From an optimization exercise on the open Yosys and OpenROAD flow, aimed at small area; shortcuts taken in it are not production practice. Only simulation tests tie the RTL to the original design; equivalence was not proved. In every run shown here, the design's own scripts or RTL, not TritonCTS, make the clock network. No driver is modelled on the clock port, so clock power and skew are understated where the tree is cut down; a real chip needs a root buffer or a tree. Power and IR drop assume default switching activity.

### flow/design.v
`timescale 1ns / 1ps
module framer
    #(parameter PREAMBLE_BITS = 64,
    parameter HEADER_BITS   = 960,
    parameter PAYLOAD_BITS  = 8416,
    parameter CRC_BITS      = 32,
    parameter PL_RATE = 2,
    parameter DATA_WIDTH = 8)
(
    input  wire                      clk,
    input  wire                      rst_n,
    input  wire                      start_frame,
    input  wire [1:0]                frame_type,
    input  wire [15:0]               txfn,
    input  wire                      payload_valid,
    input  wire [DATA_WIDTH-1:0]     payload_data,
    input  wire [15:0]               payload_len,
    output reg                       busy,
    output reg                       frame_done,
    output wire                      frame_valid,
    output reg  [DATA_WIDTH-1:0]     frame_data
);
    localparam [63:0] PREAMBLE_VALUE = 64'h53225b1d0d73df03;
    localparam [10:0] P_PRE  = 11'd1920;
    localparam [10:0] P_IDLE = 11'd1489;
    reg  [10:0] p;
    reg  [10:0] plen_lo;    
    reg         plen_big;   
    reg  [1:0]  ftype;
    reg  [14:0] prbs;
    reg  [31:0] crc;
    assign frame_valid = busy;
    wire hi_end  = p[10] & ~p[9] & p[8] & p[7] & p[6] & ~p[5] & p[4];  
    wire idle    = hi_end & p[0];
    wire done    = hi_end & ~p[0];
    wire ph      = p[10] & p[9];                                      
    wire low32   = p[10] & ~p[9] & ~p[8] & ~p[7] & ~p[6] & ~p[5];     
    wire crc_sec = low32 & p[4] & p[3] & p[2];                        
    wire pay     = ~p[10] | (low32 & ~(p[4] & p[3] & p[2]));          
    wire pre     = ph & (p[6:3] == 4'b0000);
    wire hdr_end = ph & (&p[8:0]);                                    
    always @(posedge clk or negedge rst_n) begin
        if (!rst_n)
            p <= P_IDLE;
        else if (idle)
            p <= start_frame ? P_PRE : P_IDLE;
        else
            p <= p + 11'd1;
    end
    always @(posedge clk) begin
        if (start_frame) begin
            plen_lo  <= payload_len[10:0];
            plen_big <= |payload_len[15:11];
            ftype    <= frame_type;
        end
    end
    always @(posedge clk) begin
        if (start_frame)
            prbs <= {1'b1, txfn[13:0]};
        else
            prbs <= {prbs[13:0], prbs[14] ^ prbs[13]};
    end
    function [31:0] crc32_byte;
        input [31:0] c;
        input [7:0]  d;
        integer i;
        begin
            for (i = 0; i < 8; i = i + 1) begin
                if (c[0] ^ d[i])
                    c = {1'b0, c[31:1]} ^ 32'hEDB88320;
                else
                    c = {1'b0, c[31:1]};
            end
            crc32_byte = c;
        end
    endfunction
    wire load_fields = start_frame & (idle | (ph & ~hdr_end));
    wire set_ones    = (start_frame & ~load_fields) | hdr_end;
    wire        crc_upd = pay & payload_valid;
    wire [31:0] crc_f   = crc32_byte(crc, payload_data);
    wire [31:0] crc_fld = {txfn[7:0], txfn[15:8], payload_len[15:8], payload_len[7:0]};
    always @(posedge clk)
        crc <= load_fields ? crc_fld : (set_ones ? 32'hFFFFFFFF : (crc ^ ({32{crc_upd}} & (crc_f ^ crc))));
    wire [7:0] lane = crc[31 - 8*p[1:0] -: 8];    
    reg [7:0] nd;
    always @(*) begin
        nd = 8'd0;
        if (pre)
            nd = PREAMBLE_VALUE[63 - 8*p[2:0] -: 8];
        else if (ph) begin
            case (p[6:0])
                7'd8, 7'd9, 7'd22, 7'd23: nd = lane;
                7'd14: nd = {ftype[1], 4'b0010, 3'b000};
                7'd15: nd = {7'd0, ftype[0]};
                default: nd = 8'd0;
            endcase
        end
        else if (pay)
            nd = (payload_valid && (plen_big || p < plen_lo)) ? payload_data : prbs[13:6];
        else if (crc_sec)
            nd = lane;
    end
    always @(posedge clk or negedge rst_n) begin
        if (!rst_n) begin
            busy       <= 1'b0;
            frame_done <= 1'b0;
            frame_data <= 8'd0;
        end else begin
            busy       <= ~hi_end;
            frame_done <= done;
            frame_data <= nd;
        end
    end
endmodule
### flow/flow/run.sh
#!/bin/bash
# Standard ORFS layout, with three changes:
#  - after the standard synthesis, the combinational logic is re-mapped for
#    area by ABC (flip-flops untouched: same instances, names and cells):
#    four ABC runs with different seeds, each checked against the standard
#    netlist with a Yosys equivalence proof; the smallest proven one is used
#    (the standard netlist if none is proven);
#  - port buffers use buf_1;
#  - the clock tree is three clkbuf_16 fed by the clock port, each driving
#    the flip-flops nearest to it (flow/flat_cts.tcl).
set -euo pipefail
W=$(pwd)
R=$W/orfs/results/$FLOW_PLATFORM/framer/base
LIB=$FLOW_HOME/platforms/sky130hd/lib/sky130_fd_sc_hd__tt_025C_1v80.lib
YOSYS=$FLOW_HOME/../tools/install/yosys/bin/yosys
export BUFFER_PORTS_ARGS="-buffer_cell sky130_fd_sc_hd__buf_1"
export PRE_CTS_TCL=$W/flow/flat_cts.tcl

bash standard.sh synth > synth.log 2>&1
cp $R/1_2_yosys.v $W/std_netlist.v

resynth() {
  local s=$1
  sed -e "s#@LIB@#$LIB#g" -e "s#@IN@#$W/std_netlist.v#" -e "s#@TOP@#$FLOW_TOP#" \
      -e "s#@ABC@#$W/flow/area$s.abc#" -e "s#@OUT@#$W/resynth_$s.v#" \
      flow/resynth.ys > resynth_$s.ys
  $YOSYS -l resynth_$s.log -q resynth_$s.ys > /dev/null 2>&1 || return 0
  python3 flow/ffname.py $W/std_netlist.v $W/eq_gold_$s.v
  python3 flow/ffname.py $W/resynth_$s.v $W/eq_gate_$s.v
  sed -e "s#@LIB@#$LIB#g" -e "s#@GOLD@#$W/eq_gold_$s.v#" -e "s#@GATE@#$W/eq_gate_$s.v#" \
      -e "s#@TOP@#$FLOW_TOP#g" flow/equiv.ys > equiv_$s.ys
  if $YOSYS -l equiv_$s.log -q equiv_$s.ys > /dev/null 2>&1; then
    grep "Chip area" resynth_$s.log | awk '{print $NF}' > area_$s.txt
  fi
}
for s in 1 2 3 4; do resynth $s & done
wait

best=""; best_area=""
for s in 1 2 3 4; do
  [[ -s area_$s.txt ]] || continue
  a=$(cat area_$s.txt)
  if [[ -z "$best" ]] || awk -v a="$a" -v b="$best_area" 'BEGIN{exit !(a<b)}'; then
    best=$s; best_area=$a
  fi
done
echo "chosen resynthesis: ${best:-none (standard netlist)} ${best_area}" > resynth_choice.txt
if [[ -n "$best" ]]; then
  cp $W/resynth_$best.v $R/1_2_yosys.v
  touch $R/1_2_yosys.v
fi
bash standard.sh > layout.log 2>&1
### flow/flow/area1.abc
strash
&get -n
&deepsyn -T 200 -S 1
&put
dch -f
amap
topo
### flow/flow/area2.abc
strash
&get -n
&deepsyn -T 200 -S 2
&put
dch -f
amap
topo
### flow/flow/area3.abc
strash
&get -n
&deepsyn -T 200 -S 3
&put
dch -f
amap
topo
### flow/flow/area4.abc
strash
&get -n
&deepsyn -T 200 -S 4
&put
dch -f
amap
topo
### flow/flow/equiv.ys
# Prove that the re-mapped netlist does what the standard synthesis netlist
# does; flip-flop outputs are matched through their instance names.
read_liberty -ignore_miss_func @LIB@
read_verilog @GOLD@
rename @TOP@ gold
read_verilog @GATE@
rename @TOP@ gate
hierarchy -check
rename -hide gold/w:_* gold/w:*.* gate/w:_* gate/w:*.*
flatten gold gate
rename -hide gold/w:*.* gate/w:*.*
opt_clean
async2sync
equiv_make gold gate equiv
hierarchy -top equiv
equiv_simple -seq 2
equiv_induct
equiv_status -assert
### flow/flow/ffname.py
import re,sys
# rename nets driven by flip-flop Q pins to names derived from the instance name
s=open(sys.argv[1]).read()
ren={}
ports=set(re.search(r'module framer\((.*?)\);',s,re.S).group(1).replace(' ','').split(','))
for m in re.finditer(r'sky130_fd_sc_hd__(?:df|edf)\w+\s+(\\\S+|\w+)\s*\((.*?)\);',s,re.S):
    inst=m.group(1); body=m.group(2)
    q=re.search(r'\.Q\(\s*(\\\S+ |[\w\[\]]+)\s*\)',body)
    if q and q.group(1).strip().split('[')[0] not in ports: ren[q.group(1).strip()]='ffq_'+re.sub(r'\W','_',inst)
# replace occurrences of net names (escaped ids end with space)
def sub(m):
    t=m.group(0); k=t.strip()
    return ren[k]+(' ' if t.endswith(' ') else '') if k in ren else t
s=re.sub(r'\\\S+ |\b[A-Za-z_]\w*(?:\[\d+\])?',sub,s)
# declare new wires
decl=''.join('  wire %s;\n'%v for v in ren.values())
s=re.sub(r'(module framer\(.*?\);\n)',lambda m:m.group(1)+decl,s,count=1,flags=re.S)
open(sys.argv[2],'w').write(s)
### flow/flow/flat_cts.tcl
# Flat clock buffering: K buffers of type BUF, each driving the flip-flops
# nearest to it (k-means on the flip-flop locations), all fed by the clock port.
proc flat_clock_buffers {K bufname} {
  set block [ord::get_db_block]
  set db [ord::get_db]
  set master [$db findMaster $bufname]
  set clknet [$block findNet clk]
  set sinks {}
  foreach it [$clknet getITerms] {
    set inst [$it getInst]
    set bb [$inst getBBox]
    lappend sinks [list $it [expr {([$bb xMin]+[$bb xMax])/2}] [expr {([$bb yMin]+[$bb yMax])/2}]]
  }
  # k-means, seeded along x
  set sorted [lsort -integer -index 1 $sinks]
  set n [llength $sorted]
  set cent {}
  for {set k 0} {$k < $K} {incr k} {
    set s [lindex $sorted [expr {int(($k + 0.5) * $n / $K)}]]
    lappend cent [list [lindex $s 1] [lindex $s 2]]
  }
  for {set iter 0} {$iter < 30} {incr iter} {
    set assign {}
    foreach s $sinks {
      set best 0; set bd 1e18
      for {set k 0} {$k < $K} {incr k} {
        set c [lindex $cent $k]
        set d [expr {abs([lindex $s 1]-[lindex $c 0]) + abs([lindex $s 2]-[lindex $c 1])}]
        if {$d < $bd} {set bd $d; set best $k}
      }
      lappend assign $best
    }
    set newc {}
    for {set k 0} {$k < $K} {incr k} {
      set sx 0; set sy 0; set m 0
      foreach s $sinks a $assign {
        if {$a == $k} {set sx [expr {$sx+[lindex $s 1]}]; set sy [expr {$sy+[lindex $s 2]}]; incr m}
      }
      if {$m > 0} {lappend newc [list [expr {$sx/$m}] [expr {$sy/$m}]]} else {lappend newc [lindex $cent $k]}
    }
    set cent $newc
  }
  for {set k 0} {$k < $K} {incr k} {
    set inst [odb::dbInst_create $block $master "clkbuf_flat_$k"]
    set net [odb::dbNet_create $block "clknet_flat_$k"]
    $net setSigType CLOCK
    [$inst findITerm A] connect $clknet
    [$inst findITerm X] connect $net
    set c [lindex $cent $k]
    $inst setLocation [expr {int([lindex $c 0])}] [expr {int([lindex $c 1])}]
    $inst setPlacementStatus PLACED
    foreach s $sinks a $assign {
      if {$a == $k} {
        set it [lindex $s 0]
        $it disconnect
        $it connect $net
      }
    }
  }
  $clknet setSigType CLOCK
}

# Sourced before the CTS step: build the clock tree as three clkbuf_16,
# each driving the flip-flops nearest to it, in place of TritonCTS's H-tree.
rename clock_tree_synthesis __tritoncts_clock_tree_synthesis
proc clock_tree_synthesis {args} {
  flat_clock_buffers 3 sky130_fd_sc_hd__clkbuf_16
  set_propagated_clock [all_clocks]
}
### flow/flow/resynth.ys
# Re-map the combinational logic of the standard synthesis netlist for area.
# Flip-flops (and tie cells) stay as they are: same instances, names and cells.
read_liberty -ignore_miss_func @LIB@
blackbox sky130_fd_sc_hd__df* sky130_fd_sc_hd__edf* sky130_fd_sc_hd__sdf* sky130_fd_sc_hd__sedf* sky130_fd_sc_hd__dl* sky130_fd_sc_hd__conb_1
read_verilog @IN@
hierarchy -top @TOP@
flatten
opt -purge
read_liberty -lib -overwrite @LIB@
abc -liberty @LIB@ -script @ABC@ -dont_use sky130_fd_sc_hd__lpflow_* -dont_use sky130_fd_sc_hd__probe*
opt_clean -purge
hilomap -singleton -hicell sky130_fd_sc_hd__conb_1 HI -locell sky130_fd_sc_hd__conb_1 LO
insbuf -buf sky130_fd_sc_hd__buf_1 A X
splitnets
opt_clean -purge
stat -liberty @LIB@
check -assert -mapped
write_verilog -noattr -nohex -nodec @OUT@
### flow/standard.sh
#!/bin/bash
# synth_recipe.tcl (not shown) runs the flow's synth.tcl, then flattens the netlist and writes it again
# the make line also repeats each setting of config.mk as NAME=value (left out here)
make -C /OpenROAD-flow-scripts/flow DESIGN_CONFIG=/design/flow/config.mk WORK_HOME=/design/flow/orfs CLKGATE_MAP_FILE= SYNTH_SCRIPT=/design/flow/synth_recipe.tcl "${@:-finish}"
### flow/config.mk
export PLATFORM = sky130hd
export DESIGN_NAME = framer
export DESIGN_NICKNAME = framer
export VERILOG_FILES = /design/flow/design.v
export SDC_FILE = /design/flow/constraint.sdc
export NUM_CORES = 4
export LEC_CHECK = 0
export CAP_MARGIN = 0
export CORE_MARGIN = 2
export CORE_UTILIZATION = 40
export GPL_TIMING_DRIVEN = 0
export SLEW_MARGIN = 0
### flow/constraint.sdc
create_clock -name core_clock -period 4.0 [get_ports {clk}]
set_input_delay 0.8000 -clock core_clock [delete_from_list [all_inputs] [get_ports {clk}]]
set_output_delay 0.8000 -clock core_clock [all_outputs]
set_load 0.01 [all_outputs]
==> key figures, run 1 <==
Outcome
  – Status: no timing/DRC/antenna violations

Timing
  – Period utilization: 94.5%
  – Fin crit period: 3.78 ns
  – Max frequency: 265 MHz
  – Relative slew slack: 25.3%
  – Hold Vio Cnt, Final: 0
  – Count of pins over their slew limit: 0
  – RSZ-0062 raised after global routing: no
  – Final setup vio count: 0
  – Worst-Margin Slew: 1.12 ns
  – Clock Skew: 0.0304 ns

Final layout
  – Flip-flop and latch area: 1890 um2
  – Multi-input logic area: 1750 um2
  – Post-Route Utilization: 45.9%
  – N_diodes: 0
  – Share of layout cells above drive strength 1: 3.17%
  – Fin cells: 669
  – P&R area growth vs syn: 12.7%
  – # fillers: 1017
  – Final net count: 584

Power and ir drop
  – Worst VDD drop: 299 uV
  – P per Cell Area: 412 nW/um2
  – Leakage: 1.55 nW

Min path
  – Hold Path Depth: 2
  – Min-delay worst type: reg -> reg
  – Hold EP: prbs[9]$_DFF_P_
  – Min-Delay Startpoint: prbs[8]$_DFF_P_

Setup path
  – Crit path max fanout: 5
  – Worst Setup Start Kind: primary input
  – Slowest-stage cell, CP: o21ai_0
  – WS Path Type: in -> reg
  – Largest stage delay on the critical path: 0.52 ns
  – R2r endpoint: crc[28]$_DFF_P_
  – CP cell instances: buf_1, clkinv_1, o21ai_0, clkinv_1, o22ai_1, clkinv_1, o22ai_1, clkinv_1, o22ai_1, nor2_1, a211oi_1, nor3_1
  – CP required: 4.06 ns
  – CP Buf/Inv Count: 5
  – R2R cell count: 12
  – Worst reg2reg startpoint: p[0]$_DFF_PN1_
  – Critical Path End Type: flop
  – Worst reg2reg setup slack: 0.36 ns
  – Crit-path leading delay family: compound AO/OA/AOI/OAI gates
  – WP data arrival: 3.84 ns
  – Cell mode on critical path: clkinv_1

Synth
  – Mapped Cells: 474
  – Synth Cell Area: 3930 um2
  – Mapped Nets: 520
  – Post-synthesis area per instance: 8.28 um2
  – Ys Warns: 1

Global route
  – Global Route met1 Usage: 34.0%
  – Global-route wire length before repair: 18800 um
  – Largest net degree at the start of global routing: 31
  – Grt peak-use layer: met2
  – Vias in the first global route: 3464
  – Met3 GRT Util: 2.03%
  – Final global-route overflow total: 0
  – Total global-route track usage: 22.8%
  – Antenna violations before repair: 0
  – M2 GR Usage: 37.8%

Die
  – IO Pins: 57
  – Area of the core: 9640 um2
  – Row count: 36
  – Die Width: 103 um
  – Die Span Y: 103 um
  – Initial core utilization: 40.7%
  – Die area: 10600 um2

Clock network
  – Clock-pin slew on the worst setup and hold paths: 0.11 ns
  – Clock Latency Late Sink: 0.18 ns

Detailed routing
  – Wire per inst: 17.9 um
  – First drt pass iteration count: 4
  – Number of vias per cell: 5.69
  – WL final: 12000 um
  – Vias post-DR: 3804
  – Final ANT Viol Nets: 0
  – DRC Markers: 0
  – Number of DRC markers in iteration 0: 329

Placement
  – Port Buffers: 56
  – Post-DP HPWL: 9260 um
  – Placed Cells: 664
  – GP Congestion: 0.969

Flow run
  – Max cap viols: 0
## routing by layer
layer / up-vias / wire (um) / part of all wire (%)
met5: - / 0 / 0
li1: 1865 / - / -
met2: 143 / 5520 / 46
met4: 0 / 74 / 0.62
met3: 6 / 802 / 6.7
met1: 1790 / 5600 / 47
## power breakdown
group / internal, mW / switching [mW]
Combinational: 0.157 / 0.306
Clock: 0.139 / 0.220
Sequential: 0.940 / 0.0598
## worst max path at each step
stage,start,end,slack [ns],cells past startpoint
final,payload_data[3],crc[19]$_DFF_P_,0.22,12
after floorplan,p[0]$_DFF_PN1_,crc[17]$_DFF_P_,0.57,12
after global routing,payload_data[5],crc[18]$_DFF_P_,0.02,13
after global placement,p[0]$_DFF_PN1_,crc[13]$_DFF_P_,-0.91,12
after detailed placement,start_frame,crc[28]$_DFF_P_,-0.98,5
after CTS,start_frame,crc[28]$_DFF_P_,0.003,5
## state kept, by name, indices dropped and copies added, names as in the netlist
register and cells:
busy 1, crc 32, frame_data 8, frame_done 1
ftype 2, p 11, plen_big 1, plen_lo 11
prbs 15
## what timing repair did
action,in CTS,in global routing
resized for setup,3,2
gates cloned,0,0
hold endpoints to repair,0,0
endpoints found under the setup margin,24,16
hold buffers,0,0
setup buffers,2,0
pin swaps,1,0
## worst min-delay path, stage by stage, from the launching register on
cell and delay (ns):
dfxtp_1 0.32, clkinv_1 0.04, a21oi_1 0.05
## through the flow
stage	area [um2]	hold WS [ns]	setup slack (ns)	power [mW]	setup TNS (ns)
floorplan	3930	0.420	0.571	1.32	0
global placement	4300	0.428	-0.908	1.46	-25.15
detailed placement	4320	0.432	-0.981	1.47	-21.28
CTS	4420	0.447	0.00348	1.82	0
global route	4420	0.467	0.0176	1.92	0
finish	4420	0.443	0.221	1.82	0
## final cells by class
type                    instances  area share [%]
plain buffers                   4            1.78
inverters                      77            6.59
multi-input cells             314            39.6
flip-flops and latches         82            42.8
well taps                     133            3.76
repair buffers                 59            5.46
## cell usage in the layout, fill, tap and decap left out, types with 3 or more instances in the layout
cell type / instances
dfstp_2: 6
nand2_1: 20
o22ai_1: 43
o22a_1: 6
o221ai_1: 4
nor2_1: 96
clkinv_1: 75
clkbuf_16: 3
dfrtp_1: 15
dfxtp_1: 47
buf_1: 56
a22oi_1: 3
or2_0: 3
a211oi_1: 26
a21oi_1: 31
o21ai_0: 22
o21a_1: 3
edfxtp_1: 14
a221oi_1: 24
nor3_1: 14
==> run 2: changes to the inputs <==
--- a/flow/config.mk
+++ b/flow/config.mk
@@ -9,3 +9,3 @@
 export CORE_MARGIN = 2
-export CORE_UTILIZATION = 40
+export CORE_UTILIZATION = 60
 export GPL_TIMING_DRIVEN = 0
==> run 2 against run 1 <==
  * Still clean
  * Register-to-register slack worse by 0.03 ns
  * Sequential share of layout area up 0.21 points
  * Synthesized cell count down 0.42%
  * Maximum frequency up 2.8%
  * Area after synthesis fell by 0.16%
  * Worst setup slack gained 0.10 ns
  * Sequential power up 6%
  * Die area down 32%
  * Critical endpoint is now crc[17]$_DFF_P_
  * Largest power group unchanged
==> key figures, run 2 <==
Power and ir drop
  – Worst VDD drop: 524 uV
  – Total power: 1.99 mW
  – P per Cell Area: 452 nW/um2
  – Leakage: 1.53 nW

Setup path
  – CP cell instances: clkinv_1, nor2_4, clkinv_2, nor3_2, nand2_1, nor2_1, nand2_1, nor2_1, clkinv_1, nor2_1, clkinv_1, nor2_1, nor2_1, nand2_4, buf_12, nor2_1, a2111oi_0
  – CP required: 4.06 ns
  – WP data arrival: 3.74 ns
  – Cell mode on critical path: nor2_1
  – WS Path Type: reg -> reg
  – Largest stage delay on the critical path: 0.62 ns
  – Critical Path End Type: flop
  – Crit path max fanout: 9
  – Slowest-stage cell, CP: dfstp_2
  – Worst Setup Start Kind: flop

Detailed routing
  – Vias post-DR: 3999
  – Final ANT Viol Nets: 0
  – Wire per inst: 20.1 um
  – Number of vias per cell: 6.52
  – First drt pass iteration count: 5
  – Number of DRC markers in iteration 0: 401
  – WL final: 12300 um
  – DRC Markers: 0

Flow run
  – Max cap viols: 0

Die
  – Die area: 7190 um2
  – Row count: 29
  – Die Span Y: 84.8 um
  – Area of the core: 6350 um2
  – Die Width: 84.8 um
  – IO Pins: 57
  – Initial core utilization: 61.7%

Final layout
  – Most flops, register: crc
  – N_diodes: 0
  – # fillers: 537
  – Final net count: 584
  – Most frequent cells in the layout: nor2_1, clkinv_1, buf_1, o22ai_1, dfxtp_1
  – Biggest regs: crc (32), prbs (15)
  – Max FFs per register: 32
  – Most common cell after layout, fill and taps aside: nor2_1
  – Post-Route Utilization: 69.3%
  – Share of layout cells above drive strength 1: 4.48%
  – Fin cells: 613
  – P&R area growth vs syn: 12.3%
  – Post-route cell area: 4400 um2

Timing
  – Fin crit period: 3.67 ns
  – Count of pins over their slew limit: 0
  – Final setup vio count: 0
  – Worst-Margin Slew: 1.06 ns
  – Clock Skew: 0.0145 ns
  – Setup_tns: 0 ns
  – Period utilization: 91.9%
  – Relative slew slack: 29.2%
  – Max frequency: 272 MHz
  – Final Hold Slack: 0.454 ns
  – Setup WS post-layout: 0.325 ns
  – Hold Vio Cnt, Final: 0

Placement
  – Placed Cells: 605
  – Post-DP HPWL: 9440 um
  – GP Congestion: 0.970
  – Pre-CTS setup slack: -1.16 ns
  – Port Buffers: 56
  – Placed Area: 4230 um2

Synth
  – Mapped Cells: 472
  – Ys Warns: 1
  – Mapped Nets: 518
  – Synth Cell Area: 3920 um2
  – Post-synthesis area per instance: 8.30 um2

Clock network
  – Clock Latency Late Sink: 0.17 ns
  – Clock-pin slew on the worst setup and hold paths: 0.11 ns

Global route
  – Global-route wire length before repair: 19000 um
  – Final global-route overflow total: 0
  – Total global-route track usage: 33.5%
  – Vias in the first global route: 3604
  – Antenna violations before repair: 0
  – Largest net degree at the start of global routing: 30

Outcome
  – Status: no timing/DRC/antenna violations

Min path
  – Min-delay worst type: reg -> reg
==> run 2: metal layers <==
metal / wire length, um / global-route usage, %
met4: 288 / 6.64
met3: 1000 / 1.85
met5: 0 / 0
met2: 5920 / 58.4
met1: 5130 / 46.8
==> run 2: where the power goes <==
part	internal, mW	switching [mW]
clock network	0.139	0.214
registers	0.959	0.0995
logic	0.204	0.372
total	1.30	0.686
==> run 2: area by class of cell <==
| class | count | area (um2) | share of cell area (%) |
|---|---|---|---|
| plain buffers | 4 | 78.8 | 1.79 |
| inverters | 76 | 290 | 6.60 |
| multi-input cells | 313 | 1780 | 40.4 |
| flip-flops and latches | 82 | 1890 | 43.0 |
| well taps | 77 | 96.3 | 2.19 |
| repair buffers | 60 | 260 | 5.91 |
| repair inverters | 1 | 3.75 | 0.0853 |
==> run 2: critical path, delay by kind of cell, from the launching register on <==
| kind | cells | cell delay (ns) |
|---|---|---|
| buffers and inverters | 5 | 0.79 |
| AND/OR/NAND/NOR | 11 | 1.81 |
| flip-flops | 1 | 0.62 |
| AO/OA/AOI/OAI | 1 | 0.34 |
==> run 2: what timing repair did <==
item                       CTS  global route
pin swaps                    0             1
hold buffers                 0             0
setup endpoints to repair   32            24
buffers inserted             0             4
resized for setup           10             8
hold endpoints to repair     0             0
cloned                       1             0
==> run 2: worst paths after layout <==
| check | startpoint | to | slack [ns] | depth (start not counted) |
|---|---|---|---|---|
| hold reg to reg | prbs[11]$_DFF_P_ | prbs[12]$_DFF_P_ | 0.45 | 2 |
| max in group asynchronous | rst_n | frame_data[2]$_DFF_PN0_ | 2.57 | 1 |
| min in group asynchronous | rst_n | p[9]$_DFF_PN0_ | 0.79 | 1 |
| hold / removal | prbs[11]$_DFF_P_ | prbs[12]$_DFF_P_ | 0.45 | 2 |
| setup / recovery | p[0]$_DFF_PN1_ | crc[17]$_DFF_P_ | 0.33 | 17 |
| setup reg to reg | p[0]$_DFF_PN1_ | crc[17]$_DFF_P_ | 0.33 | 17 |
==> run 3: changes to the inputs <==
--- a/flow/flow/run.sh
+++ b/flow/flow/run.sh
@@ -8,3 +8,3 @@
 #  - port buffers use buf_1;
-#  - the clock tree is three clkbuf_16 fed by the clock port, each driving
+#  - the clock tree is four clkbuf_16 fed by the clock port, each driving
 #    the flip-flops nearest to it (flow/flat_cts.tcl).
--- a/flow/flow/flat_cts.tcl
+++ b/flow/flow/flat_cts.tcl
@@ -62,3 +62,3 @@
 
-# Sourced before the CTS step: build the clock tree as three clkbuf_16,
+# Sourced before the CTS step: build the clock tree as four clkbuf_16,
 # each driving the flip-flops nearest to it, in place of TritonCTS's H-tree.
@@ -66,3 +66,3 @@
 proc clock_tree_synthesis {args} {
-  flat_clock_buffers 3 sky130_fd_sc_hd__clkbuf_16
+  flat_clock_buffers 4 sky130_fd_sc_hd__clkbuf_16
   set_propagated_clock [all_clocks]
--- a/flow/config.mk
+++ b/flow/config.mk
@@ -9,3 +9,3 @@
 export CORE_MARGIN = 2
-export CORE_UTILIZATION = 60
+export CORE_UTILIZATION = 40
 export GPL_TIMING_DRIVEN = 0
==> run 3 against run 2 <==
  * Still clean
  * Sequential share of layout area decreased by 0.40 points
  * Area after synthesis unchanged
  * First-iteration DRC count decreased by 29%
  * Sequential cell count unchanged
  * Clock power increased by 12%
  * Wire length increased by 0.84%
  * Final area increased by 0.94%
  * Worst setup slack got worse by 0.013 ns
  * Critical path depth decreased by 6
  * Synthesized cell count unchanged
  * Total power increased by 1.1%
==> key figures, run 3 <==
Clock network
  – Hold buffers post-CTS: 0
  – Clock-pin slew on the worst setup and hold paths: 0.10 ns
  – Setup bufs post-CTS: 0
  – Clock Latency Late Sink: 0.17 ns

Global route
  – Final global-route overflow total: 0
  – Total global-route track usage: 23.8%
  – Met3 GRT Util: 0.881%
  – Grt peak-use layer: met2
  – Vias in the first global route: 3504
  – Global Route met1 Usage: 33.5%
  – Global-route wire length before repair: 19400 um
  – M2 GR Usage: 41.5%
  – Largest net degree at the start of global routing: 29
  – Antenna violations before repair: 0

Timing
  – Fin crit period: 3.69 ns
  – Worst-Margin Slew: 1.14 ns
  – Final setup vio count: 0
  – Setup WS post-layout: 0.313 ns
  – Relative slew slack: 24.3%
  – Clock Skew: 0.0360 ns
  – Max frequency: 271 MHz
  – Count of pins over their slew limit: 0
  – Period utilization: 92.2%
  – RSZ-0062 raised after global routing: no
  – Hold Vio Cnt, Final: 0

Setup path
  – CP cell instances: buf_1, clkinv_1, o21ai_1, clkinv_1, o22ai_1, clkinv_1, o22ai_1, clkinv_1, o22ai_1, o22ai_1, a211oi_1
  – Largest stage delay on the critical path: 0.54 ns
  – Crit-path leading delay family: compound AO/OA/AOI/OAI gates
  – Critical Path End Type: flop
  – WS Path Type: in -> reg
  – Slowest-stage cell, CP: o22ai_1
  – CP Buf/Inv Count: 5
  – Crit path max fanout: 6
  – CP required: 4.09 ns
  – WP data arrival: 3.78 ns
  – Worst Setup Start Kind: primary input

Final layout
  – Most frequent cells in the layout: nor2_1, clkinv_1, buf_1, o22ai_1, dfxtp_1
  – Share of layout cells above drive strength 1: 3.95%
  – Biggest regs: crc (32), prbs (15)
  – Most flops, register: crc
  – N_diodes: 0
  – Post-Route Utilization: 46.1%
  – P&R area growth vs syn: 13.3%
  – Max FFs per register: 32
  – Final net count: 580
  – Most common cell after layout, fill and taps aside: nor2_1

Power and ir drop
  – Total power: 2.01 mW
  – Worst VDD drop: 347 uV
  – Leakage: 1.51 nW
  – P per Cell Area: 453 nW/um2

Placement
  – Pre-CTS setup slack: -0.994 ns
  – Post-DP HPWL: 9700 um
  – GP Congestion: 0.983
  – Port Buffers: 56

Detailed routing
  – Vias post-DR: 3749
  – First drt pass iteration count: 5
  – WL final: 12400 um
  – Wire per inst: 18.7 um
  – Number of vias per cell: 5.64
  – Final ANT Viol Nets: 0
  – Number of DRC markers in iteration 0: 283
  – DRC Markers: 0

Die
  – Die area: 10600 um2
  – Die Width: 103 um
  – Initial core utilization: 40.7%
  – Die Span Y: 103 um
  – IO Pins: 57
  – Row count: 36
  – Area of the core: 9640 um2

Synth
  – Mapped Cells: 472
  – Mapped Nets: 518
  – Ys Warns: 1
  – Post-synthesis area per instance: 8.30 um2
  – Synth Cell Area: 3920 um2

Outcome
  – Status: no timing/DRC/antenna violations

Min path
  – Min-delay worst type: reg -> reg

Flow run
  – Max cap viols: 0
## run 3: power breakdown
group | switching (mW) | internal, mW | total, mW
sequential | 0.0937 | 0.959 | 1.05
clock | 0.214 | 0.182 | 0.396
combinational | 0.363 | 0.199 | 0.562
## run 3: path summary, 6_finish.rpt
kind	startpoint	endpoint	slack, ns	depth (start not counted)
min	prbs[4]$_DFF_P_	prbs[5]$_DFF_P_	0.45	1
max reg2reg	p[0]$_DFF_PN1_	crc[7]$_DFF_P_	0.51	14
max in group asynchronous	rst_n	busy$_DFF_PN0_	2.45	1
min in group asynchronous	rst_n	p[9]$_DFF_PN0_	0.83	1
min reg2reg	prbs[4]$_DFF_P_	prbs[5]$_DFF_P_	0.45	1
max	payload_data[2]	crc[22]$_DFF_P_	0.31	11
## run 3: stage by stage
| stage | setup TNS (ns) | area [um2] | cells | hold WS (ns) |
|---|---|---|---|---|
| finish | 0 | 4440 | 665 | 0.448 |
| global route | 0 | 4440 | 665 | 0.470 |
| CTS | 0 | 4420 | 665 | 0.453 |
| detailed placement | -18.32 | 4300 | 661 | 0.432 |
| global placement | -25.49 | 4300 | 661 | 0.426 |
| floorplan | 0 | 3920 | 472 | 0.413 |
## run 3: worst register-to-register path, cell delays in order, from the launching register on
cell	delay, ns
dfstp_2	0.58
clkinv_1	0.17
nor2_4	0.26
inv_2	0.12
nor3_2	0.26
nand2_1	0.13
nor2_1	0.17
nand2_1	0.11
nor2_1	0.19
clkinv_1	0.13
a31oi_2	0.40
nor2_1	0.13
clkinv_2	0.35
nor2_1	0.16
a211oi_1	0.26
## run 3: layout make-up
type                            instances  area (um2)
Buffer                                  5         104
Fill cell                            1028        5200
Inverter                               76         289
Multi-Input combinational cell        313        1780
Sequential cell                        82        1890
Tap cell                              133         166
Timing Repair Buffer                   56         211
## run 3: repair_timing
item                                    in CTS  in global routing
cloned                                       0                  0
endpoints found under the setup margin      32                 23
resized for setup                            7                  8
## run 3: metal layers
metal  wire length [um]  part of all wire, %
met1               5650                   45
met2               6050                   49
met3                474                  3.8
met4                262                  2.1
met5                  0                    0
==> run 4: changes to the inputs <==
--- a/flow/flow/run.sh
+++ b/flow/flow/run.sh
@@ -8,3 +8,3 @@
 #  - port buffers use buf_1;
-#  - the clock tree is four clkbuf_16 fed by the clock port, each driving
+#  - the clock tree is three buf_12 fed by the clock port, each driving
 #    the flip-flops nearest to it (flow/flat_cts.tcl).
--- a/flow/flow/flat_cts.tcl
+++ b/flow/flow/flat_cts.tcl
@@ -62,3 +62,3 @@
 
-# Sourced before the CTS step: build the clock tree as four clkbuf_16,
+# Sourced before the CTS step: build the clock tree as three buf_12,
 # each driving the flip-flops nearest to it, in place of TritonCTS's H-tree.
@@ -66,3 +66,3 @@
 proc clock_tree_synthesis {args} {
-  flat_clock_buffers 4 sky130_fd_sc_hd__clkbuf_16
+  flat_clock_buffers 3 sky130_fd_sc_hd__buf_12
   set_propagated_clock [all_clocks]
==> run 4 against run 3 <==
  * Still clean on timing, DRC and antenna
  * First-iteration DRC count rose by 22%
  * Register-to-register slack worse by 0.05 ns
  * Clock skew down 0.015 ns
  * Via count increased by 1.6%
  * Worst hold slack gained 0.0038 ns
  * Critical path type unchanged
==> key figures, run 4 <==
Outcome
  – Status: no timing/DRC/antenna violations

Global route
  – Antenna violations before repair: 0
  – Total global-route track usage: 23.1%
  – Largest net degree at the start of global routing: 33
  – Vias in the first global route: 3629
  – Global-route wire length before repair: 19100 um
  – Final global-route overflow total: 0

Setup path
  – CP cell instances: buf_1, nor2_1, a21oi_1, clkinv_1, o22ai_1, clkinv_1, o22ai_1, clkinv_1, o22ai_1, nor2_1, a211oi_1, nor3_1
  – Worst reg2reg setup slack: 0.46 ns
  – WS Path Type: in -> reg
  – Crit path max fanout: 10
  – CP required: 4.05 ns
  – Worst Setup Start Kind: primary input
  – Largest stage delay on the critical path: 0.64 ns
  – Critical Path End Type: flop
  – WP data arrival: 3.82 ns
  – Slowest-stage cell, CP: a21oi_1

Final layout
  – Fin cells: 670
  – Biggest regs: crc (32), prbs (15)
  – Max FFs per register: 32
  – P&R area growth vs syn: 11.6%
  – N_diodes: 0
  – Most frequent cells in the layout: nor2_1, clkinv_1, buf_1, o22ai_1, dfxtp_1
  – Most common cell after layout, fill and taps aside: nor2_1
  – Most flops, register: crc
  – Share of layout cells above drive strength 1: 2.42%
  – Final net count: 585

Timing
  – Fin crit period: 3.77 ns
  – Period utilization: 94.3%
  – Hold Vio Cnt, Final: 0
  – Count of pins over their slew limit: 0
  – Final setup vio count: 0
  – Worst-Margin Slew: 1.18 ns
  – RSZ-0062 raised after global routing: no
  – Relative slew slack: 21.4%
  – Clock Skew: 0.0208 ns
  – Max frequency: 265 MHz

Detailed routing
  – DRC Markers: 0
  – Wire per inst: 18.1 um
  – Final ANT Viol Nets: 0
  – Number of vias per cell: 5.68
  – WL final: 12100 um
  – Vias post-DR: 3808
  – First drt pass iteration count: 6
  – Number of DRC markers in iteration 0: 344

Placement
  – Port Buffers: 56
  – Placed Cells: 666
  – Post-DP HPWL: 9350 um
  – GP Congestion: 0.924

Clock network
  – Clock Latency Late Sink: 0.15 ns
  – Setup bufs post-CTS: 0
  – Hold buffers post-CTS: 0
  – Clock-pin slew on the worst setup and hold paths: 0.12 ns

Min path
  – Min-delay worst type: reg -> reg

Power and ir drop
  – Total power: 1.81 mW
  – Worst VDD drop: 250 uV
  – Leakage: 1.52 nW
  – P per Cell Area: 414 nW/um2

Die
  – IO Pins: 57
  – Area of the core: 9640 um2
  – Row count: 36
  – Initial core utilization: 40.7%
  – Die Span Y: 103 um
  – Die area: 10600 um2
  – Die Width: 103 um

Synth
  – Synth Cell Area: 3920 um2
  – Mapped Nets: 523
  – Post-synthesis area per instance: 8.23 um2
  – Mapped Cells: 477
  – Ys Warns: 1

Flow run
  – Max cap viols: 0
==> run 4: per-stage QoR <==
stage | setup WS (ns) | utilization [%] | hold WS [ns] | setup TNS (ns) | instance area, um2
detailed placement | -1.28 | 44.6 | 0.440 | -26.67 | 4300
finish | 0.228 | 45.4 | 0.452 | 0 | 4380
global route | 0.0350 | 45.4 | 0.486 | 0 | 4380
CTS | 0.157 | 45.4 | 0.458 | 0 | 4370
floorplan | 1.08 | - | 0.420 | 0 | 3920
global placement | -1.11 | 44.6 | 0.429 | -21.62 | 4300
==> run 4: worst max-delay path: cells and delay by family <==
kind	cells	cell delay [ns]
compound gates	5	1.87
simple gates	3	0.25
buf+inv	4	0.90
==> run 4: routing by layer <==
layer | up-vias | track usage, % | wire length, um
li1 | 1864 | - | -
met1 | 1814 | 32.7 | 5670
met2 | 107 | 38.6 | 5580
met3 | 23 | 1.56 | 530
met4 | 0 | 5.47 | 362
met5 | - | 0 | 0
==> run 4: final cells by class <==
| cell class | instances | area (um2) |
|---|---|---|
| tap | 133 | 166 |
| timing repair inverter | 1 | 3.75 |
| sequential | 82 | 1890 |
| multi-input combinational | 318 | 1750 |
| fill | 1034 | 5260 |
| buffer | 4 | 63.8 |
| inverter | 76 | 287 |
| timing repair buffer | 56 | 218 |
==> run 4: path summary, 6_finish.rpt <==
check,from,to,cells after the start
max,payload_data[5],crc[18]$_DFF_P_,12
min,prbs[10]$_DFF_P_,prbs[11]$_DFF_P_,2
max reg2reg,p[6]$_DFF_PN1_,crc[8]$_DFF_P_,13
min reg2reg,prbs[10]$_DFF_P_,prbs[11]$_DFF_P_,2
max in group asynchronous,rst_n,frame_data[4]$_DFF_PN0_,1
min in group asynchronous,rst_n,p[5]$_DFF_PN0_,1
==> run 4: what timing repair did <==
| item | 4_1_cts | 5_1_grt |
|---|---|---|
| endpoints found under the hold margin | 0 | 0 |
| gates cloned | 1 | 0 |
| gates resized for setup | 3 | 2 |
| endpoints found under the setup margin | 30 | 12 |
==> run 4: where the power goes <==
group / leakage (nW) / switching (mW) / internal [mW] / total (mW)
combinational: 0.731 / 0.308 / 0.160 / 0.467
sequential: 0.766 / 0.0704 / 0.943 / 1.01
clock: 0.0282 / 0.211 / 0.123 / 0.334
total: 1.52 / 0.589 / 1.22 / 1.81
==> run 5: changes to the inputs <==
--- a/flow/flow/run.sh
+++ b/flow/flow/run.sh
@@ -4,3 +4,3 @@
 #    area by ABC (flip-flops untouched: same instances, names and cells):
-#    four ABC runs with different seeds, each checked against the standard
+#    eight ABC runs with different seeds (four at a time), each checked against the standard
 #    netlist with a Yosys equivalence proof; the smallest proven one is used
@@ -37,5 +37,7 @@
 wait
+for s in 5 6 7 8; do resynth $s & done
+wait
 
 best=""; best_area=""
-for s in 1 2 3 4; do
+for s in 1 2 3 4 5 6 7 8; do
   [[ -s area_$s.txt ]] || continue
==> flow/flow/area5.abc (new file) <==
strash
&get -n
&deepsyn -T 200 -S 5
&put
dch -f
amap
topo
==> flow/flow/area6.abc (new file) <==
strash
&get -n
&deepsyn -T 200 -S 6
&put
dch -f
amap
topo
==> flow/flow/area7.abc (new file) <==
strash
&get -n
&deepsyn -T 200 -S 7
&put
dch -f
amap
topo
==> flow/flow/area8.abc (new file) <==
strash
&get -n
&deepsyn -T 200 -S 8
&put
dch -f
amap
topo
==> run 5 against run 4 <==
  * Die area decreased by 0.37%
  * Global-route usage increased by 0.20 points
  * Utilization increased by 0.13 points
  * Worst hold slack improved by 0.0083 ns
  * Final area increased by 0.29%
  * Clock skew decreased by 0.013 ns
  * Sequential share of layout area decreased by 0.12 points
  * Sequential power about the same
  * Largest power group unchanged
==> key figures, run 5 <==
Outcome
  – Status: no timing/DRC/antenna violations

Flow run
  – Max cap viols: 0

Setup path
  – Worst Setup Start Kind: flop
  – Crit path max fanout: 14
  – WS Path Type: reg -> reg
  – CP required: 4.04 ns
  – CP cell instances: nand3_1, nor4_1, a21oi_1, nand2b_1, nor2_1, clkinvlp_4, nor2_1, clkinv_1, o22ai_1, nor3_1
  – R2R cell count: 10
  – Slowest-stage cell, CP: nor2_1
  – Cell mode on critical path: nor2_1
  – Critical Path End Type: flop
  – Largest stage delay on the critical path: 0.72 ns
  – WP data arrival: 3.72 ns

Final layout
  – Share of layout cells above drive strength 1: 2.82%
  – Post-route cell area: 4390 um2
  – Biggest regs: crc (32), prbs (15)
  – Most frequent cells in the layout: nor2_1, clkinv_1, buf_1, dfxtp_1, o22ai_1
  – Final net count: 580
  – N_diodes: 0
  – Most common cell after layout, fill and taps aside: nor2_1
  – Max FFs per register: 32
  – Most flops, register: crc
  – P&R area growth vs syn: 12.4%
  – # fillers: 1001

Timing
  – Hold Vio Cnt, Final: 0
  – Worst-Margin Slew: 1.11 ns
  – Clock Skew: 0.00776 ns
  – Final Hold Slack: 0.460 ns
  – Period utilization: 92.0%
  – Count of pins over their slew limit: 0
  – Fin crit period: 3.68 ns
  – RSZ-0062 raised after global routing: no
  – Relative slew slack: 26.0%
  – Max frequency: 272 MHz
  – Final setup vio count: 0
  – Setup_tns: 0 ns

Synth
  – Ys Warns: 1
  – Mapped Cells: 472
  – Mapped Nets: 518
  – Post-synthesis area per instance: 8.28 um2
  – Synth Cell Area: 3910 um2

Die
  – Area of the core: 9640 um2
  – Die Width: 103 um
  – IO Pins: 57
  – Initial core utilization: 40.6%
  – Die Span Y: 103 um
  – Die area: 10600 um2
  – Row count: 36

Global route
  – Largest net degree at the start of global routing: 36
  – Vias in the first global route: 3468
  – Total global-route track usage: 23.3%
  – Final global-route overflow total: 0
  – Global-route wire length before repair: 18900 um
  – Antenna violations before repair: 0

Detailed routing
  – DRC Markers: 0
  – Number of vias per cell: 5.64
  – Wire per inst: 18.1 um
  – WL final: 12000 um
  – Vias post-DR: 3752
  – Final ANT Viol Nets: 0
  – First drt pass iteration count: 5
  – Number of DRC markers in iteration 0: 164

Power and ir drop
  – Worst VDD drop: 359 uV
  – Leakage: 1.51 nW
  – P per Cell Area: 412 nW/um2

Clock network
  – Clock-pin slew on the worst setup and hold paths: 0.11 ns
  – PostCTS Resize Cnt: 1
  – Setup bufs post-CTS: 0
  – Clock Latency Late Sink: 0.14 ns
  – Hold buffers post-CTS: 0

Placement
  – GP Congestion: 0.922
  – Port Buffers: 56
  – Placed Area: 4310 um2
  – Post-DP HPWL: 9500 um

Min path
  – Min-delay worst type: reg -> reg
  – Hold Path Depth: 2
-- run 5: cell types whose count changed in the layout (fill, tap and decap cells not counted), moves of 4 or more --
cell / delta
nor3_1: +9
nor2_1: -4
o22ai_1: -8
o221a_1: +6
or3_1: +4
clkinv_1: -12
a221oi_1: -7
a211oi_1: -9
-- run 5: where the power goes --
group	internal, mW	switching, mW
Clock	0.122	0.203
Combinational	0.161	0.297
Sequential	0.946	0.0808
-- run 5: area by class of cell --
type                       count  area [um2]  area share, %
sequential                    82        1890           43.1
tap                          133         166           3.79
buffer                         4        63.8           1.45
timing repair buffer          57         239           5.44
multi-input combinational    324        1780           40.6
inverter                      65         248           5.64
-- run 5: worst paths after layout --
kind | start | to | slack [ns]
max | p[10]$_DFF_PN1_ | crc[27]$_DFF_P_ | 0.32
min | prbs[8]$_DFF_P_ | prbs[9]$_DFF_P_ | 0.46
max reg2reg | p[10]$_DFF_PN1_ | crc[27]$_DFF_P_ | 0.32
min reg2reg | prbs[8]$_DFF_P_ | prbs[9]$_DFF_P_ | 0.46
max in group asynchronous | rst_n | frame_data[7]$_DFF_PN0_ | 2.49
min in group asynchronous | rst_n | p[9]$_DFF_PN0_ | 0.84
-- run 5: through the flow --
step	power, mW	setup WS, ns	std cells	util [%]
after detailed placement	1.50	-0.480	662	44.8
after global routing	1.92	0.0227	665	45.6
after global placement	1.49	-1.07	661	44.5
final	1.81	0.320	665	45.6
after CTS	1.82	0.00670	665	45.4
after floorplan	1.33	0.566	472	-
-- run 5: metal layers --
layer	GRT usage [%]	share of wire [%]	routed length, um
met5	0	0	0
met4	7.19	3.7	448
met3	2.24	5.1	620
met2	39.0	47	5710
met1	32.0	44	5260
-- run 5: worst max-delay path, delay by kind of cell, from the launching register on --
family | cells | cell delay [ns]
and+or+nand+nor | 6 | 1.84
buffers and inverters | 2 | 0.74
DFF | 1 | 0.59
AOI/OAI and AO/OA | 2 | 0.40

-- afterwards: timing with drivers on the ports --
Ports are ideal in the flow. The routed layouts listed here were re-timed in OpenROAD. Step 1 (the two cells are an assumption about what drives the block):
set clk [get_ports {clk}]
set_driving_cell -lib_cell sky130_fd_sc_hd__clkbuf_16 $clk
set_driving_cell -lib_cell sky130_fd_sc_hd__buf_2 [delete_from_list [all_inputs] $clk]
Step 2 times the ports against the registers' clock, not the clock port: input delays grow and output delays shrink by t, the midpoint of the rising clock arrivals with the driver on. Slacks: no drivers / after step 1 / after step 2; pairs: no drivers / after step 1.
run	t (ns)	slack for setup (ns)	hold slack, ns	worst setup path at the end	cell pins on the clock port's net
run 1	0.235	0.221 / 0.262 / 0.027	0.443 / 0.443 / 0.443	input to register	3
run 2	0.232	0.325 / 0.325 / 0.171	0.454 / 0.454 / 0.454	input to register	3
run 3	0.231	0.313 / 0.370 / 0.139	0.448 / 0.448 / 0.448	input to register	4
run 4	0.214	0.228 / 0.273 / 0.059	0.452 / 0.452 / 0.452	input to register	3
run 5	0.208	0.320 / 0.320 / 0.291	0.460 / 0.460 / 0.460	input to register	3
After both steps every run listed still meets setup and hold. The setup slack of run 1, which loses most, moves by +0.041 ns with the drivers and by -0.194 ns with both steps.
